Background: an optimization exercise with open tools, aiming at small area and a short achievable clock period. Do not read the settings as production practice.
The RTL was checked by simulation tests, not by an equivalence proof against the original design.
Power is estimated from default activity; no workload was simulated.

// mult_mat_vec_mac
module mult_mat_vec_mac #(
    parameter Mdata = 8,
    Ndata = 8,
    Nbits = 8
) (
    input [Mdata*Ndata*Nbits-1:0] M,
    input [Ndata*Nbits-1:0] X,
    input clk,
    input reset,
    output reg [Mdata*(2*Nbits)-1:0] out
);
Size: about 3400 cells after synthesis, about 1100 flip-flops, about 710 I/O pins, roughly 45000 sq um of cells after synthesis.
export LEC_CHECK = 0
export ABC_CLOCK_PERIOD_IN_PS = 2000
export CAP_MARGIN = 20
export CORE_MARGIN = 2
export CORE_UTILIZATION = 40
export PLACE_DENSITY = 0.6
export SETUP_SLACK_MARGIN = 3.0
export SLEW_MARGIN = 20
create_clock -name core_clock -period 5.0 [get_ports {clk}]
standard.sh (not shown) runs the stock make flow with config.mk's settings and CLKGATE_MAP_FILE= SYNTH_SCRIPT=/design/flow/synth_recipe.tcl, a recipe that flattens the netlist after the stock synthesis.
==> flow/flow/run.sh <==
#!/bin/bash
# Standard ORFS layout; only the cell used for the port buffers is chosen
# (the smallest plain buffer instead of the resizer's default pick).
set -e
export BUFFER_PORTS_ARGS="-buffer_cell sky130_fd_sc_hd__buf_1"
bash standard.sh > standard.log 2>&1
Rerun with:
==> flow/flow/run.sh (replaced) <==
#!/bin/bash
# Standard ORFS layout with two changes: the port buffers use the smallest
# plain buffer, and clock tree synthesis clusters up to 20 sinks per leaf
# buffer without dummy loads (fewer clock buffers).
set -e
export BUFFER_PORTS_ARGS="-buffer_cell sky130_fd_sc_hd__buf_1"
export CTS_ARGS="-sink_clustering_enable -repair_clock_nets -dont_use_dummy_load -sink_clustering_size 20 -sink_clustering_max_diameter 100"
bash standard.sh > standard.log 2>&1
ABC_CLOCK_PERIOD_IN_PS = 1000   (was 2000)
SETUP_SLACK_MARGIN = 3.3   (was 3.0)
Effect: Count of clock-buffer cells in the layout drops by 94; cell area went down slightly; combinational power increases by a little under a tenth; non-clock buffer count is higher by 36; total power fell by roughly a tenth.
Rerun with:
ABC_CLOCK_PERIOD_IN_PS = 1500   (was 1000)
CORE_UTILIZATION = 50   (was 40)
PLACE_DENSITY = 0.7   (was 0.6)
SETUP_SLACK_MARGIN = 3.0   (was 3.3)
Non-clock buffer count went down by 65. Wire length went down by 6.3%. Core utilization went up by 9.3 points.

---

== job 1987 ==
The RTL this note starts from:
==> flow/design.v <==
module mult_mat_vec_mac #(
    parameter Mdata = 8,
    Ndata = 8,
    Nbits = 8
) (
    input [Mdata*Ndata*Nbits-1:0] M,
    input [Ndata*Nbits-1:0] X,
    input clk,
    input reset,
    output reg [Mdata*(2*Nbits)-1:0] out
);
    reg [511:0] mr;
    reg [63:0] xr;
    reg [35:0] yr;
    reg [8:0] ph;
    reg [87:0] sr, cr;
    wire [7:0] bo;
    wire [87:0] so, co;
    integer e, k, p;
    always @(posedge clk) begin
        for (e = 0; e < 64; e = e + 1) begin
            for (k = 0; k < 7; k = k + 1)
                mr[e*8+k] <= reset ? M[e*8+k] : mr[e*8+k+1];
            mr[e*8+7] <= M[e*8+7];
        end
        if (reset) begin
            xr <= X;
            for (p = 0; p < 4; p = p + 1)
                yr[p*9 +: 9] <= {1'b0, X[(2*p)*8 +: 8]} + {1'b0, X[(2*p+1)*8 +: 8]};
        end
        ph <= reset ? 9'b1 : {ph[7:0], 1'b0};
        sr <= reset ? 88'b0 : so;
        cr <= reset ? 88'b0 : co;
    end
    genvar i, b;
    for (i = 0; i < 8; i = i + 1) begin : row
        wire [7:0] mb;
        for (b = 0; b < 8; b = b + 1) begin : sel
            assign mb[b] = mr[(i*8+b)*8];
        end
        mv_row r (
            .m(mb), .x(xr), .y(yr),
            .s(sr[i*11 +: 11]), .c(cr[i*11 +: 11]),
            .bo(bo[i]), .so(so[i*11 +: 11]), .co(co[i*11 +: 11])
        );
        for (b = 0; b < 8; b = b + 1) begin : lo
            always @(posedge clk)
                if (ph[b]) out[i*16+b] <= bo[i];
        end
        always @(posedge clk)
            if (ph[8]) out[i*16+8 +: 8] <= sr[i*11 +: 8] + cr[i*11 +: 8];
    end
endmodule
module mv_row (
  input  [7:0] m,
  input  [63:0] x,
  input  [35:0] y,
  input  [10:0] s,
  input  [10:0] c,
  output bo,
  output [10:0] so,
  output [10:0] co
);
  wire sa0 = m[0] & ~m[1];
  wire sb0 = ~m[0] & m[1];
  wire sy0 = m[0] & m[1];
  wire [8:0] pp0 = ({9{sa0}} & {1'b0, x[7:0]}) | ({9{sb0}} & {1'b0, x[15:8]}) | ({9{sy0}} & y[8:0]);
  wire sa1 = m[2] & ~m[3];
  wire sb1 = ~m[2] & m[3];
  wire sy1 = m[2] & m[3];
  wire [8:0] pp1 = ({9{sa1}} & {1'b0, x[23:16]}) | ({9{sb1}} & {1'b0, x[31:24]}) | ({9{sy1}} & y[17:9]);
  wire sa2 = m[4] & ~m[5];
  wire sb2 = ~m[4] & m[5];
  wire sy2 = m[4] & m[5];
  wire [8:0] pp2 = ({9{sa2}} & {1'b0, x[39:32]}) | ({9{sb2}} & {1'b0, x[47:40]}) | ({9{sy2}} & y[26:18]);
  wire sa3 = m[6] & ~m[7];
  wire sb3 = ~m[6] & m[7];
  wire sy3 = m[6] & m[7];
  wire [8:0] pp3 = ({9{sa3}} & {1'b0, x[55:48]}) | ({9{sb3}} & {1'b0, x[63:56]}) | ({9{sy3}} & y[35:27]);
  wire t1 = c[0] ^ s[0] ^ pp0[0];
  wire t2 = (c[0] & s[0]) | (c[0] & pp0[0]) | (s[0] & pp0[0]);
  wire t3 = pp1[0] ^ pp2[0] ^ pp3[0];
  wire t4 = (pp1[0] & pp2[0]) | (pp1[0] & pp3[0]) | (pp2[0] & pp3[0]);
  wire t5 = t1 ^ t3;
  wire t6 = t1 & t3;
  wire t7 = c[1] ^ s[1] ^ pp0[1];
  wire t8 = (c[1] & s[1]) | (c[1] & pp0[1]) | (s[1] & pp0[1]);
  wire t9 = pp1[1] ^ pp2[1] ^ pp3[1];
  wire t10 = (pp1[1] & pp2[1]) | (pp1[1] & pp3[1]) | (pp2[1] & pp3[1]);
  wire t11 = t2 ^ t4 ^ t7;
  wire t12 = (t2 & t4) | (t2 & t7) | (t4 & t7);
  wire t13 = t9 ^ t11 ^ t6;
  wire t14 = (t9 & t11) | (t9 & t6) | (t11 & t6);
  wire t15 = c[2] ^ s[2] ^ pp0[2];
  wire t16 = (c[2] & s[2]) | (c[2] & pp0[2]) | (s[2] & pp0[2]);
  wire t17 = pp1[2] ^ pp2[2] ^ pp3[2];
  wire t18 = (pp1[2] & pp2[2]) | (pp1[2] & pp3[2]) | (pp2[2] & pp3[2]);
  wire t19 = t10 ^ t15 ^ t17;
  wire t20 = (t10 & t15) | (t10 & t17) | (t15 & t17);
  wire t21 = t8 ^ t12 ^ t19;
  wire t22 = (t8 & t12) | (t8 & t19) | (t12 & t19);
  wire t23 = c[3] ^ s[3] ^ pp0[3];
  wire t24 = (c[3] & s[3]) | (c[3] & pp0[3]) | (s[3] & pp0[3]);
  wire t25 = pp1[3] ^ pp2[3] ^ pp3[3];
  wire t26 = (pp1[3] & pp2[3]) | (pp1[3] & pp3[3]) | (pp2[3] & pp3[3]);
  wire t27 = t16 ^ t18 ^ t23;
  wire t28 = (t16 & t18) | (t16 & t23) | (t18 & t23);
  wire t29 = t25 ^ t20 ^ t27;
  wire t30 = (t25 & t20) | (t25 & t27) | (t20 & t27);
  wire t31 = c[4] ^ s[4] ^ pp0[4];
  wire t32 = (c[4] & s[4]) | (c[4] & pp0[4]) | (s[4] & pp0[4]);
  wire t33 = pp1[4] ^ pp2[4] ^ pp3[4];
  wire t34 = (pp1[4] & pp2[4]) | (pp1[4] & pp3[4]) | (pp2[4] & pp3[4]);
  wire t35 = t24 ^ t26 ^ t31;
  wire t36 = (t24 & t26) | (t24 & t31) | (t26 & t31);
  wire t37 = t33 ^ t28 ^ t35;
  wire t38 = (t33 & t28) | (t33 & t35) | (t28 & t35);
  wire t39 = c[5] ^ s[5] ^ pp0[5];
  wire t40 = (c[5] & s[5]) | (c[5] & pp0[5]) | (s[5] & pp0[5]);
  wire t41 = pp1[5] ^ pp2[5] ^ pp3[5];
  wire t42 = (pp1[5] & pp2[5]) | (pp1[5] & pp3[5]) | (pp2[5] & pp3[5]);
  wire t43 = t32 ^ t34 ^ t39;
  wire t44 = (t32 & t34) | (t32 & t39) | (t34 & t39);
  wire t45 = t41 ^ t36 ^ t43;
  wire t46 = (t41 & t36) | (t41 & t43) | (t36 & t43);
  wire t47 = c[6] ^ s[6] ^ pp0[6];
  wire t48 = (c[6] & s[6]) | (c[6] & pp0[6]) | (s[6] & pp0[6]);
  wire t49 = pp1[6] ^ pp2[6] ^ pp3[6];
  wire t50 = (pp1[6] & pp2[6]) | (pp1[6] & pp3[6]) | (pp2[6] & pp3[6]);
  wire t51 = t40 ^ t42 ^ t47;
  wire t52 = (t40 & t42) | (t40 & t47) | (t42 & t47);
  wire t53 = t49 ^ t44 ^ t51;
  wire t54 = (t49 & t44) | (t49 & t51) | (t44 & t51);
  wire t55 = c[7] ^ s[7] ^ pp0[7];
  wire t56 = (c[7] & s[7]) | (c[7] & pp0[7]) | (s[7] & pp0[7]);
  wire t57 = pp1[7] ^ pp2[7] ^ pp3[7];
  wire t58 = (pp1[7] & pp2[7]) | (pp1[7] & pp3[7]) | (pp2[7] & pp3[7]);
  wire t59 = t48 ^ t50 ^ t55;
  wire t60 = (t48 & t50) | (t48 & t55) | (t50 & t55);
  wire t61 = t57 ^ t52 ^ t59;
  wire t62 = (t57 & t52) | (t57 & t59) | (t52 & t59);
  wire t63 = c[8] ^ s[8] ^ pp0[8];
  wire t64 = (c[8] & s[8]) | (c[8] & pp0[8]) | (s[8] & pp0[8]);
  wire t65 = pp1[8] ^ pp2[8] ^ pp3[8];
  wire t66 = (pp1[8] & pp2[8]) | (pp1[8] & pp3[8]) | (pp2[8] & pp3[8]);
  wire t67 = t56 ^ t58 ^ t63;
  wire t68 = (t56 & t58) | (t56 & t63) | (t58 & t63);
  wire t69 = t65 ^ t60 ^ t67;
  wire t70 = (t65 & t60) | (t65 & t67) | (t60 & t67);
  wire t71 = c[9] ^ s[9] ^ t64;
  wire t72 = (c[9] & s[9]) | (c[9] & t64) | (s[9] & t64);
  wire t73 = t66 ^ t68 ^ t71;
  wire t74 = (t66 & t68) | (t66 & t71) | (t68 & t71);
  wire t75 = c[10] ^ s[10] ^ t72;
  wire t76 = (c[10] & s[10]) | (c[10] & t72) | (s[10] & t72);
  assign bo = t5;
  assign so[0] = t13;
  assign co[0] = 1'b0;
  assign so[1] = t14;
  assign co[1] = t21;
  assign so[2] = t22;
  assign co[2] = t29;
  assign so[3] = t30;
  assign co[3] = t37;
  assign so[4] = t38;
  assign co[4] = t45;
  assign so[5] = t46;
  assign co[5] = t53;
  assign so[6] = t54;
  assign co[6] = t61;
  assign so[7] = t62;
  assign co[7] = t69;
  assign so[8] = t70;
  assign co[8] = t73;
  assign so[9] = t74;
  assign co[9] = t75;
  assign so[10] = t76;
  assign co[10] = 1'b0;
endmodule
make LEC_CHECK=0 ABC_CLOCK_PERIOD_IN_PS=2000 CAP_MARGIN=20 CORE_MARGIN=2 CORE_UTILIZATION=55 PLACE_DENSITY=0.7 SETUP_SLACK_MARGIN=3.0 SLEW_MARGIN=20 finish   # period 5.0 ns
run.sh (not shown) runs the stock make flow with config.mk's settings and CLKGATE_MAP_FILE= SYNTH_SCRIPT=/design/flow/synth_recipe.tcl, a recipe that flattens the netlist after the stock synthesis.
Stock flow here: none of the scripts above is used.
For job 9933, these inputs were changed with respect to job 1987:
# job 1987
export LEC_CHECK = 0
export ABC_CLOCK_PERIOD_IN_PS = 2000
export CAP_MARGIN = 20
export CORE_MARGIN = 2
export CORE_UTILIZATION = 55
export PLACE_DENSITY = 0.7
export SETUP_SLACK_MARGIN = 3.0
export SLEW_MARGIN = 20
create_clock -name core_clock -period 5.0 [get_ports {clk}]
# job 9933
export LEC_CHECK = 0
export ABC_CLOCK_PERIOD_IN_PS = 2000
export CAP_MARGIN = 20
export CORE_MARGIN = 2
export CORE_UTILIZATION = 40
export PLACE_DENSITY = 0.6
export SETUP_SLACK_MARGIN = 2.6
export SLEW_MARGIN = 20
create_clock -name core_clock -period 5.0 [get_ports {clk}]
Findings:
| weighted congestion at the end of routability-driven global placement | higher: job 1987 |
Routed wire length (job 9933 vs. job 1987) decreases by a few percent
Job 9933 has part of the total power dissipated in sequential elements above what job 1987 had.
Relative to job 1987, worst clock skew on the final layout has gone down in job 9933.
Job 9933 finished every stage and its layout cleared the timing, design-rule and antenna checks.
sky130_fd_sc_hd__fa_2 as the worst-path cell with the longest stage delay was reported by job 1987, and sky130_fd_sc_hd__edfxtp_1 by job 9933.
Summary of job 9933 over job 1987: number of nets in the layout went down 1.5%; die area went up 30000 µm²; cell area went down 1.1%; power went down about 3%.
Input changes introduced in job 8600 (baseline for comparison: job 9933):
==> flow/flow/run.sh (new file) <==
#!/bin/bash
# Standard ORFS layout; only the cell used for the port buffers is chosen
# (the smallest plain buffer instead of the resizer's default pick).
set -e
export BUFFER_PORTS_ARGS="-buffer_cell sky130_fd_sc_hd__buf_1"
bash standard.sh > standard.log 2>&1
==> flow/standard.sh (new file) <==
#!/bin/bash
# synth_recipe.tcl (not shown) runs the flow's synth.tcl, then flattens the netlist and writes it again
# the make line also repeats each setting of config.mk as NAME=value (left out here)
make -C /OpenROAD-flow-scripts/flow DESIGN_CONFIG=/design/flow/config.mk WORK_HOME=/design/flow/orfs CLKGATE_MAP_FILE= SYNTH_SCRIPT=/design/flow/synth_recipe.tcl "${@:-finish}"
removed: flow/run.sh
--- outcome ---
Route | job 8600 vs job 9933 | wire shorter in job 8600
Lower number of optimization iterations in the first detailed-route pass goes to job 8600 over job 9933.
Count of cells resized by post-cts repair: job 8600 < job 9933
Delta (job 8600 minus job 9933): routing usage on met1 down 0.69 points, total power down about 0.4%, delay of the slowest critical-path stage down 0.23 ns, clock-buffer cell count down 11.
Flip-flop and latch count came out exactly the same in job 8600 and job 9933.

==> re-timing with driven ports <==
No port has a modelled driver above. Below, the same layouts with a new extraction and two added sets of constraints. Step 1: set_driving_cell puts a clkbuf_16 on clk and a buf_2 on each other input, an assumption about the parent block. Step 2, shift: input delay + t, output delay - t, t = (earliest + latest rising clock arrival at the registers) / 2. This alone moves slack from input paths to output paths. a / b / c = no drivers / after step 1 / after step 2; a / b = the first two.
run	t, ns	slack for setup (ns)	worst setup path after step 2
the first run of note 1	0.772	2.613 / 2.613 / 2.263	input to register
the second run of note 1	0.698	2.483 / 2.483 / 2.412	input to register
the third run of note 1	0.707	2.595 / 2.595 / 2.296	input to register
job 1987	0.734	2.009 / 2.009 / 2.009	register to register
job 9933	0.747	2.150 / 2.150 / 1.927	input to register
job 8600	0.754	2.156 / 2.156 / 2.033	input to register
After both steps every run listed still meets setup and hold. The setup slack of the first run of note 1, which loses most, moves by 0.000 ns with the drivers and by -0.350 ns with both steps.
